From an optimization exercise on the open Yosys and OpenROAD flow, aimed at small area; shortcuts taken in it are not production practice. Where RTL was checked, it was by simulation tests only, not by an equivalence proof against the original. Power figures rest on the tool's default switching activity, not on a simulated workload.

==> maple <==
Design z80, start of the top module:
module z80 (
    input  wire         clk,
    input  wire         cen,
    input  wire         reset_n,
    input  wire         wait_n,
    input  wire         int_n,
    input  wire         nmi_n,
    input  wire         busrq_n,
    input  wire [7:0]   di,
    output wire [7:0]   dout,
    output wire         doe,
    output wire [15:0]  A,
    output wire         m1_n,
    output wire         mreq_n,
    output wire         iorq_n,
    output wire         rd_n,
    output wire         wr_n,
    output wire         rfsh_n,
    output wire         halt_n,
    output wire         busak_n
);
export LEC_CHECK = 0
export CAP_MARGIN = 20
export CORE_MARGIN = 2
export CORE_UTILIZATION = 45
export SLEW_MARGIN = 20
create_clock -name core_clock -period 12.0 [get_ports {clk}]
standard.sh (not shown) runs the stock make flow with config.mk's settings and CLKGATE_MAP_FILE= SYNTH_SCRIPT=/design/flow/synth_recipe.tcl, a recipe that flattens the netlist after the stock synthesis.
==> flow/flow/run.sh <==
#!/bin/bash
set -euo pipefail
HERE=$(pwd)
FLOWDIR=$HERE/flow
sed 's#^source \$::env(SCRIPTS_DIR)/synth_preamble.tcl#source $::env(SCRIPTS_DIR)/synth_preamble.tcl\nset abc_args [lreplace $abc_args 1 1 '"$FLOWDIR"'/area.abc]#' \
  "$FLOW_HOME/scripts/synth.tcl" > "$HERE/my_synth.tcl"
grep -q "area.abc" "$HERE/my_synth.tcl"
sed 's#source \$::env(SCRIPTS_DIR)/synth.tcl#source '"$HERE"'/my_synth.tcl#' synth_recipe.tcl > "$HERE/my_synth_recipe.tcl"
grep -q "my_synth.tcl" "$HERE/my_synth_recipe.tcl"
sed -e 's#SYNTH_SCRIPT=[^ ]*#SYNTH_SCRIPT='"$HERE"'/my_synth_recipe.tcl#' standard.sh > "$HERE/my_standard.sh"
EXTRA=()
if [[ -f $FLOWDIR/extra.mk ]]; then
  while IFS= read -r line; do
    [[ -z "$line" || "$line" == \#* ]] && continue
    EXTRA+=("$line")
  done < "$FLOWDIR/extra.mk"
fi
printf '%s\n' "${EXTRA[@]}" > "$HERE/extra_args.log"
bash "$HERE/my_standard.sh" "${EXTRA[@]}" finish > "$HERE/flow_make.log" 2>&1
==> flow/flow/area.abc <==
&get -n
&st
&syn2
&dch -f
&nf -p
&st
&syn2
&dch -f
&nf -p
&st
&syn2
&dch -f
&nf -p
&st
&syn2
&dch -f
&nf -p
&put
topo
==> flow/flow/extra.mk <==
BUFFER_PORTS_ARGS=-buffer_cell sky130_fd_sc_hd__buf_1
CTS_ARGS=-sink_clustering_enable -repair_clock_nets -dont_use_dummy_load -buf_list sky130_fd_sc_hd__clkbuf_8
==> inputs of nickel, as changes to maple <==
--- a/flow/design.v
+++ b/flow/design.v
@@ -386,22 +386,37 @@
   always @(posedge clk)
     begin
       if (CEN)
         begin
           if (WEH) RegsH[PA] <= DIH;
           if (WEL) RegsL[PA] <= DIL;
         end
     end
-  assign DOAH = RegsH[PA];
-  assign DOAL = RegsL[PA];
-  assign DOBH = RegsH[PB];
-  assign DOBL = RegsL[PB];
-  assign DOCH = RegsH[PC];
-  assign DOCL = RegsL[PC];
+  wire [7:0] selA = 8'b00000001 << PA;
+  wire [7:0] selB = 8'b00000001 << PB;
+  wire [7:0] selC = 8'b00000001 << PC;
+  function [7:0] rd;
+    input [7:0] sel;
+    input [63:0] regs;
+    integer i;
+    begin
+      rd = 8'h00;
+      for (i = 0; i < 8; i = i + 1)
+        rd = rd | ({8{sel[i]}} & regs[i*8 +: 8]);
+    end
+  endfunction
+  wire [63:0] allH = { RegsH[7], RegsH[6], RegsH[5], RegsH[4], RegsH[3], RegsH[2], RegsH[1], RegsH[0] };
+  wire [63:0] allL = { RegsL[7], RegsL[6], RegsL[5], RegsL[4], RegsL[3], RegsL[2], RegsL[1], RegsL[0] };
+  assign DOAH = rd(selA, allH);
+  assign DOAL = rd(selA, allL);
+  assign DOBH = rd(selB, allH);
+  assign DOBL = rd(selB, allL);
+  assign DOCH = rd(selC, allH);
+  assign DOCL = rd(selC, allL);
   wire [7:0] B = RegsH[0];
   wire [7:0] C = RegsL[0];
   wire [7:0] D = RegsH[1];
   wire [7:0] E = RegsL[1];
   wire [7:0] H = RegsH[2];
   wire [7:0] L = RegsL[2];
   wire [15:0] IX = { RegsH[3], RegsL[3] };
   wire [15:0] IY = { RegsH[7], RegsL[7] };
@@ -3321,17 +3336,17 @@
                   IncDecZ <= 1'b0;
                 end
               else
                 begin
                   IncDecZ <= 1'b1;
                 end
             end
           if (ExchangeDH == 1'b1 && tstate[3])
-            SwapDH[Alternate] <= ~SwapDH[Alternate];
+            SwapDH <= SwapDH ^ { Alternate, ~Alternate };
         end
     end  
   always @( Alternate or ExchangeDH or IncDec_16
 	   or RegAddrA_r or RegAddrB_r or XY_State or mcycle or tstate)
     begin
       if ((tstate[2] || (tstate[3] && mcycle[0] && IncDec_16[2] == 1'b1)) && XY_State == 2'b00)
         RegAddrA = { Alternate, IncDec_16[1:0] };
       else if ((tstate[2] || (tstate[3] && mcycle[0] && IncDec_16[2] == 1'b1)) && IncDec_16[1:0] == 2'b10)
==> flow/flow/area.abc (replaced) <==
&get -n
&st
&deepsyn -T 60
&dch -f
&nf -p -R 1000
&put
topo
==> flow/flow/extra.mk (replaced) <==
BUFFER_PORTS_ARGS=-buffer_cell sky130_fd_sc_hd__buf_1
CTS_ARGS=-sink_clustering_enable -repair_clock_nets -dont_use_dummy_load -buf_list sky130_fd_sc_hd__clkbuf_8 -sink_clustering_size 12 -sink_clustering_max_diameter 80
==> comparison <==
- Sequential cell count is the same in nickel and maple.
- Against nickel, the register-to-register slack of maple is better by 0.29 ns.
- nickel finished clean. maple completed with no timing, DRC or antenna violations.
- Between maple and nickel, the lower power is in nickel (gap about 40%, measured against nickel).
- Of nickel and maple, maple has the higher sequential power (gap about 10%, measured against maple).
- Design area: maple is larger than nickel (about 15%).
- In maple the synthesized cell count is larger than in nickel, by about 25%.
- In nickel the clock power is smaller than in maple, by about 17%.
- Between nickel and maple, the lower cell count is in nickel (gap about 18%, measured against maple).
- Via count: nickel is lower than maple (about 12%).
- In nickel the die area is lower than in maple, by 12%.
- In nickel the worst setup slack is lower than in maple, by 0.29 ns.
Function not checked in maple: the RTL went through the layout flow alone.

[afterwards: timing with drivers on the ports]
The results above use ideal ports. As a check the final layouts listed here were re-extracted and re-timed, cells and wires unchanged.
Step 1 (the two cells are an assumption about what drives the block):
set clk [get_ports {clk}]
set_driving_cell -lib_cell sky130_fd_sc_hd__clkbuf_16 $clk
set_driving_cell -lib_cell sky130_fd_sc_hd__buf_2 [delete_from_list [all_inputs] $clk]
Step 2 also shifts input and output timing later by t, the mid clock arrival at the registers, as if the neighbouring blocks saw the same clock.
Slacks: no drivers / after step 1 / after step 2; pairs: no drivers / after step 1.
run | t (ns) | slack for setup (ns) | pins driven straight from the clock port
maple | 0.733 | 1.326 / 1.326 / 1.326 | 1
nickel | 0.690 | 1.034 / 1.034 / 1.034 | 1
After both steps every run listed still meets setup and hold.
